Source: an optimization exercise on an open RTL-to-GDS flow (aim: small area, a short achievable clock period and few clock cycles per item). Production flows keep margins and buffers that such runs may drop. In this exercise RTL edits were held to simulation tests only and were not proved equivalent to the original.

==> xenon: inputs <==
// si570_math
module si570_math
(
    input             clk, resetn,
    input      [47:0] old_si570_regs,
    output     [47:0] new_si570_regs,
    output     [31:0] fxtal,
    input             start,
    output            idle
);
==> module uint_div, before the edit <==
module uint_div #(parameter WIDTH=38)
(
    input  [WIDTH-1:0] rem_in,      
    input              bit_in,      
    input  [WIDTH-1:0] div,         
    output [WIDTH-1:0] rem_out,     
    output             q            
);
wire [WIDTH:0] a = {rem_in, bit_in};
wire [WIDTH:0] d;
add_sk #(.W(WIDTH+1)) i_sub (.a(a), .b(~{1'b0, div}), .ci(1'b1), .s(d), .co(q));
assign rem_out = q ? d[WIDTH-1:0] : a[WIDTH-1:0];
endmodule
==> module si570_math, before the edit <==
module si570_math
(
    input             clk, resetn,
    input      [47:0] old_si570_regs,
    output     [47:0] new_si570_regs,
    output     [31:0] fxtal,
    input             start,
    output            idle
);
localparam S1  = 2;
localparam NI  = 6;
localparam NC1 = (NI + 32) / S1;           
localparam NCS = 32 / S1;                  
localparam S2  = 3;
localparam NC2 = 42 / S2;                  
wire[ 2:0] in_hs  = old_si570_regs[47:45];
wire[ 6:0] in_n1  = old_si570_regs[44:38];
wire[37:0] in_rf  = old_si570_regs[37:0];
reg        busy;
reg        prep;         
reg [4:0]  cnt;          
reg [37:0] rf;           
reg [10:0] k;            
reg [37:0] p1;           
reg [31:0] fq;           
reg [10:0] p2;           
reg [41:0] qd;           
assign fxtal          = fq;
assign new_si570_regs = {3'd0, 7'd3, qd[37:0]};
assign idle           = ~busy & ~start;
wire [33:0] mt0 = {k, 23'd0};
wire [33:0] mt1 = {3'd0, k, 20'd0};
wire [33:0] mt2 = {5'd0, k, 18'd0};
wire [33:0] mt3 = {7'd0, k, 16'd0};
wire [33:0] mt4 = {14'd0, k, 9'd0};
wire [33:0] mt5 = {15'd0, k, 8'd0};
wire [33:0] mt6 = ~{20'd0, k, 3'd0};      
wire [33:0] mt7 = {23'd0, k};
wire [33:0] ms1, mc1, ms2, mc2, ms3, mc3, ms4, mc4, ms5, mc5, ms6, mc6, m;
csa #(34) i_m1 (mt0, mt1, mt2, ms1, mc1);
csa #(34) i_m2 (mt3, mt4, mt5, ms2, mc2);
csa #(34) i_m3 (ms1, mc1, ms2, ms3, mc3);
csa #(34) i_m4 (mc2, mt6, mt7, ms4, mc4);
csa #(34) i_m5 (ms3, mc3, ms4, ms5, mc5);
csa #(34) i_m6 (ms5, mc5, mc4, ms6, mc6);
add_bk #(34) i_m (.a(ms6), .b(mc6), .ci(1'b1), .s(m), .co());
wire skip = (rf[37:34] != 0)
          | ((rf[37:33] != 0) && (k <= 11'd879))
          | ((rf[37:31] != 0) && (k <= 11'd219))
          | ((rf[37:29] != 0) && (k <= 11'd54));
wire [43:0] es, ec, e;
csa #(44) i_e1 ({1'b0, rf, 5'd0}, {6'd0, rf}, {34'd0, k[10:1]}, es, ec);
add_bk #(44) i_e (.a(es), .b(ec), .ci(1'b0), .s(e), .co());
wire int_phase = (cnt > NC1 - 1 - NI / S1);
wire rf_phase = (cnt <= NCS - 1) && (cnt >= NCS - NC2);
wire [37:0] r1 [0:S1];
wire [S1-1:0] q1;
assign r1[0] = p1;
genvar g;
generate for (g = 0; g < S1; g = g + 1) begin : g_div1
    uint_div #(.WIDTH(38)) u_step (
        .rem_in (r1[g]),
        .bit_in (fq[31-g] & int_phase),
        .div    (rf),
        .rem_out(r1[g+1]),
        .q      (q1[S1-1-g])
    );
end endgenerate
wire [10:0] r2 [0:S2];
wire [S2-1:0] q2;
assign r2[0] = p2;
generate for (g = 0; g < S2; g = g + 1) begin : g_div2
    uint_div #(.WIDTH(11)) u_step (
        .rem_in (r2[g]),
        .bit_in (qd[41-g]),
        .div    (k),
        .rem_out(r2[g+1]),
        .q      (q2[S2-1-g])
    );
end endgenerate
always @(posedge clk) begin
    if (resetn == 0) begin
        busy <= 1'b0;
        prep <= 1'b0;
    end else if (!busy) begin
        if (start) begin
            rf   <= in_rf;
            k    <= ({1'b0, in_hs} + 4'd4) * ({1'b0, in_n1} + 8'd1);
            busy <= 1'b1;
            prep <= 1'b1;
        end
    end else if (prep) begin
        if (skip) begin
            p1        <= {4'd0, m};
            fq[31:26] <= 6'd0;
            cnt       <= NCS - 1;
        end else begin
            p1        <= m[33:NI];
            fq[31:26] <= m[NI-1:0];
            cnt       <= NC1 - 1;
        end
        {p2, qd}  <= {9'd0, e};
        prep      <= 1'b0;
    end else begin
        p1  <= r1[S1];
        fq  <= {fq[31-S1:0], q1};
        if (rf_phase) begin
            p2   <= r2[S2];
            qd   <= {qd[41-S2:0], q2};
        end
        cnt <= cnt - 1;
        if (cnt == 0) busy <= 1'b0;
    end
end
endmodule
export LEC_CHECK = 0
export CAP_MARGIN = 20
export CORE_MARGIN = 2
export CORE_UTILIZATION = 40
export SETUP_SLACK_MARGIN = 0.2
export SLEW_MARGIN = 20
create_clock -name core_clock -period 6.5 [get_ports {clk}]
run.sh (not shown) runs the stock make flow with config.mk's settings and CLKGATE_MAP_FILE= SYNTH_SCRIPT=/design/flow/synth_recipe.tcl, a recipe that flattens the netlist after the stock synthesis.
==> amber (differences from xenon) <==
--- a/flow/design.v
+++ b/flow/design.v
@@ -40,13 +40,15 @@
 (
     input  [WIDTH-1:0] rem_in,      
     input              bit_in,      
-    input  [WIDTH-1:0] div,         
+    input  [WIDTH-1:0] divn,        
     output [WIDTH-1:0] rem_out,     
-    output             q            
+    output             q,           
+    output [WIDTH:0]   sum          
 );
 wire [WIDTH:0] a = {rem_in, bit_in};
 wire [WIDTH:0] d;
-add_sk #(.W(WIDTH+1)) i_sub (.a(a), .b(~{1'b0, div}), .ci(1'b1), .s(d), .co(q));
+add_sk #(.W(WIDTH+1)) i_sub (.a(a), .b({1'b1, divn}), .ci(1'b1), .s(d), .co(q));
+assign sum = d;
 assign rem_out = q ? d[WIDTH-1:0] : a[WIDTH-1:0];
 endmodule
 module add_bk #(parameter W=8)
@@ -113,8 +115,9 @@
 reg        busy;
 reg        prep;         
 reg [4:0]  cnt;          
-reg [37:0] rf;           
-reg [10:0] k;            
+reg [37:0] rfn;          
+reg [10:0] kn;           
+wire [10:0] k = ~kn;
 reg [37:0] p1;           
 reg [31:0] fq;           
 reg [10:0] p2;           
@@ -122,44 +125,48 @@
 assign fxtal          = fq;
 assign new_si570_regs = {3'd0, 7'd3, qd[37:0]};
 assign idle           = ~busy & ~start;
-wire [33:0] mt0 = {k, 23'd0};
-wire [33:0] mt1 = {3'd0, k, 20'd0};
-wire [33:0] mt2 = {5'd0, k, 18'd0};
-wire [33:0] mt3 = {7'd0, k, 16'd0};
-wire [33:0] mt4 = {14'd0, k, 9'd0};
-wire [33:0] mt5 = {15'd0, k, 8'd0};
-wire [33:0] mt6 = ~{20'd0, k, 3'd0};      
-wire [33:0] mt7 = {23'd0, k};
-wire [33:0] ms1, mc1, ms2, mc2, ms3, mc3, ms4, mc4, ms5, mc5, ms6, mc6, m;
+wire [10:0] in_k = ({1'b0, in_hs} + 4'd4) * ({1'b0, in_n1} + 8'd1);
+wire [33:0] mt0 = {in_k, 23'd0};
+wire [33:0] mt1 = {3'd0, in_k, 20'd0};
+wire [33:0] mt2 = {5'd0, in_k, 18'd0};
+wire [33:0] mt3 = {7'd0, in_k, 16'd0};
+wire [33:0] mt4 = {14'd0, in_k, 9'd0};
+wire [33:0] mt5 = {15'd0, in_k, 8'd0};
+wire [33:0] mt6 = ~{20'd0, in_k, 3'd0};      
+wire [33:0] mt7 = {23'd0, in_k};
+wire [33:0] ms1, mc1, ms2, mc2, ms3, mc3, ms4, mc4, ms5, mc5, ms, mc;
 csa #(34) i_m1 (mt0, mt1, mt2, ms1, mc1);
 csa #(34) i_m2 (mt3, mt4, mt5, ms2, mc2);
 csa #(34) i_m3 (ms1, mc1, ms2, ms3, mc3);
 csa #(34) i_m4 (mc2, mt6, mt7, ms4, mc4);
 csa #(34) i_m5 (ms3, mc3, ms4, ms5, mc5);
-csa #(34) i_m6 (ms5, mc5, mc4, ms6, mc6);
-add_bk #(34) i_m (.a(ms6), .b(mc6), .ci(1'b1), .s(m), .co());
-wire skip = (rf[37:34] != 0)
-          | ((rf[37:33] != 0) && (k <= 11'd879))
-          | ((rf[37:31] != 0) && (k <= 11'd219))
-          | ((rf[37:29] != 0) && (k <= 11'd54));
+csa #(34) i_m6 (ms5, mc5, mc4, ms, mc);
 wire [43:0] es, ec, e;
-csa #(44) i_e1 ({1'b0, rf, 5'd0}, {6'd0, rf}, {34'd0, k[10:1]}, es, ec);
+csa #(44) i_e1 ({1'b0, in_rf, 5'd0}, {6'd0, in_rf}, {34'd0, k[10:1]}, es, ec);
 add_bk #(44) i_e (.a(es), .b(ec), .ci(1'b0), .s(e), .co());
 wire int_phase = (cnt > NC1 - 1 - NI / S1);
-wire rf_phase = (cnt <= NCS - 1) && (cnt >= NCS - NC2);
 wire [37:0] r1 [0:S1];
 wire [S1-1:0] q1;
+wire [38:0] sum1;        
 assign r1[0] = p1;
 genvar g;
 generate for (g = 0; g < S1; g = g + 1) begin : g_div1
+    wire [38:0] sum;
     uint_div #(.WIDTH(38)) u_step (
         .rem_in (r1[g]),
         .bit_in (fq[31-g] & int_phase),
-        .div    (rf),
+        .divn   (rfn),
         .rem_out(r1[g+1]),
-        .q      (q1[S1-1-g])
+        .q      (q1[S1-1-g]),
+        .sum    (sum)
     );
 end endgenerate
+assign sum1 = g_div1[0].sum;
+wire [33:0] m = sum1[33:0];
+wire skip = (in_rf[37:34] != 0)
+          | ((in_rf[37:33] != 0) && (k <= 11'd879))
+          | ((in_rf[37:31] != 0) && (k <= 11'd219))
+          | ((in_rf[37:29] != 0) && (k <= 11'd54));
 wire [10:0] r2 [0:S2];
 wire [S2-1:0] q2;
 assign r2[0] = p2;
@@ -167,43 +174,55 @@
     uint_div #(.WIDTH(11)) u_step (
         .rem_in (r2[g]),
         .bit_in (qd[41-g]),
-        .div    (k),
+        .divn   (kn),
         .rem_out(r2[g+1]),
-        .q      (q2[S2-1-g])
+        .q      (q2[S2-1-g]),
+        .sum    ()
     );
 end endgenerate
+reg sk;                  
+wire rf_phase = sk ? (cnt >= NCS - NC2) : (cnt >= NC1 - NC2);
 always @(posedge clk) begin
     if (resetn == 0) begin
         busy <= 1'b0;
         prep <= 1'b0;
     end else if (!busy) begin
         if (start) begin
-            rf   <= in_rf;
-            k    <= ({1'b0, in_hs} + 4'd4) * ({1'b0, in_n1} + 8'd1);
             busy <= 1'b1;
             prep <= 1'b1;
         end
     end else if (prep) begin
-        if (skip) begin
-            p1        <= {4'd0, m};
-            fq[31:26] <= 6'd0;
-            cnt       <= NCS - 1;
-        end else begin
-            p1        <= m[33:NI];
-            fq[31:26] <= m[NI-1:0];
-            cnt       <= NC1 - 1;
-        end
-        {p2, qd}  <= {9'd0, e};
-        prep      <= 1'b0;
+        prep <= 1'b0;
+    end else if (cnt == 0) begin
+        busy <= 1'b0;
+    end
+end
+always @(posedge clk) begin
+    if (!busy) begin
+        p1  <= {5'd0, ms[33:1]};
+        cnt <= NC1 - 1;
+        kn  <= ~in_k;
+        rfn <= {4'd0, mc};
+    end else if (prep) begin
+        p1  <= skip ? {4'd0, m} : m[33:NI];
+        cnt <= skip ? NCS - 1 : NC1 - 1;
+        sk  <= skip;
+        rfn <= ~in_rf;
     end else begin
         p1  <= r1[S1];
-        fq  <= {fq[31-S1:0], q1};
-        if (rf_phase) begin
-            p2   <= r2[S2];
-            qd   <= {qd[41-S2:0], q2};
-        end
         cnt <= cnt - 1;
-        if (cnt == 0) busy <= 1'b0;
-    end
+    end
+    p2 <= prep ? {9'd0, e[43:42]} : r2[S2];
 end
-endmodule
+always @(posedge clk) begin
+    if (!busy) begin
+        if (start) fq[31] <= ms[0];
+    end else if (prep) begin
+        fq[31:26] <= skip ? 6'd0 : m[NI-1:0];
+        qd        <= e[41:0];
+    end else begin
+        fq <= {fq[31-S1:0], q1};
+        if (rf_phase) qd <= {qd[41-S2:0], q2};
+    end
+end
+endmodule
CORE_UTILIZATION = 50   (was 40)
SETUP_SLACK_MARGIN = 1.0   (was 0.2)
==> summary of the runs <==
Of amber and xenon, amber has the higher via count (gap 2.9%, measured against xenon).
In critical path depth, xenon and amber do not differ.
Between amber and xenon, the lower die area is in amber (gap 25%, measured against xenon).
Against amber, the setup slack of xenon is worse by 0.27 ns.
Of xenon and amber, amber has the higher global-route usage (gap 8.0 points).
Of xenon and amber, amber has the higher core utilization (gap 17 points).
Register-to-register slack: xenon is lower than amber (0.27 ns).
In amber the routed wire length is larger than in xenon, by 5.4%.
==> figures <==
Status: amber no timing/DRC/antenna violations; xenon no timing/DRC/antenna violations
Share of the synthesized area in the top cell type: amber 19.72%; xenon 27.43%
Floorplan die height: amber 194.4 um; xenon 224.1 um
Placed insts: amber 2469; xenon 2656
Signal buffers share of area: amber 13.34%; xenon 10.77%
DIE AREA: amber 0.03778 mm^2; xenon 0.05021 mm^2
Data required time of the worst path: amber 6.86 ns; xenon 6.73 ns
Crit path to: amber p2[0]$_DFF_P_; xenon p1[13]$_DFFE_PP_
Multi-input logic portion of the cell area: amber 57.68%; xenon 55.94%
Share of the clock period used by the worst path after layout: amber 94.58%; xenon 98.73%
Count of state elements after synthesis: amber 180; xenon 179
Clock insertion delay at the later pin of the skew report: amber 0.46 ns; xenon 0.51 ns
Via count: amber 15130; xenon 14700
Number of fill cells in the layout: amber 2868; xenon 4329
Data arrival at the endpoint of the critical path: amber 6.51 ns; xenon 6.65 ns
Number of global-route vias before repair: amber 15650; xenon 15290
Number of antenna violations at the first check in global routing: amber 0; xenon 2
Starting DRT DRC Count: amber 784; xenon 729
Testbench counts of xenon, summed over its fixed seeds: cycles 7,188, items 384.
Testbench counts of amber, summed over its fixed seeds: cycles 7,188, items 384.

==> re-timing with driven ports <==
No port has a modelled driver above. Below, the same layouts with a new extraction and two added sets of constraints.
Step 1 assumes that a clkbuf_16 drives the clock port and a buf_2 every other input.
Step 2 times the ports against the registers' clock, not the clock port: input delays grow and output delays shrink by t, the midpoint of the rising clock arrivals with the driver on.
a / b / c = ideal / step 1 / step 2; a / b = the first two.
run | t, ns | setup slack, ns | cell pins on the clock port's net
xenon | 0.557 | 0.083 / 0.083 / 0.083 | 1
amber | 0.512 | 0.353 / 0.353 / 0.204 | 1
After both steps setup and hold are still met in every run listed. The setup slack of amber, which loses most, moves by 0.000 ns with the drivers and by -0.149 ns with both steps.
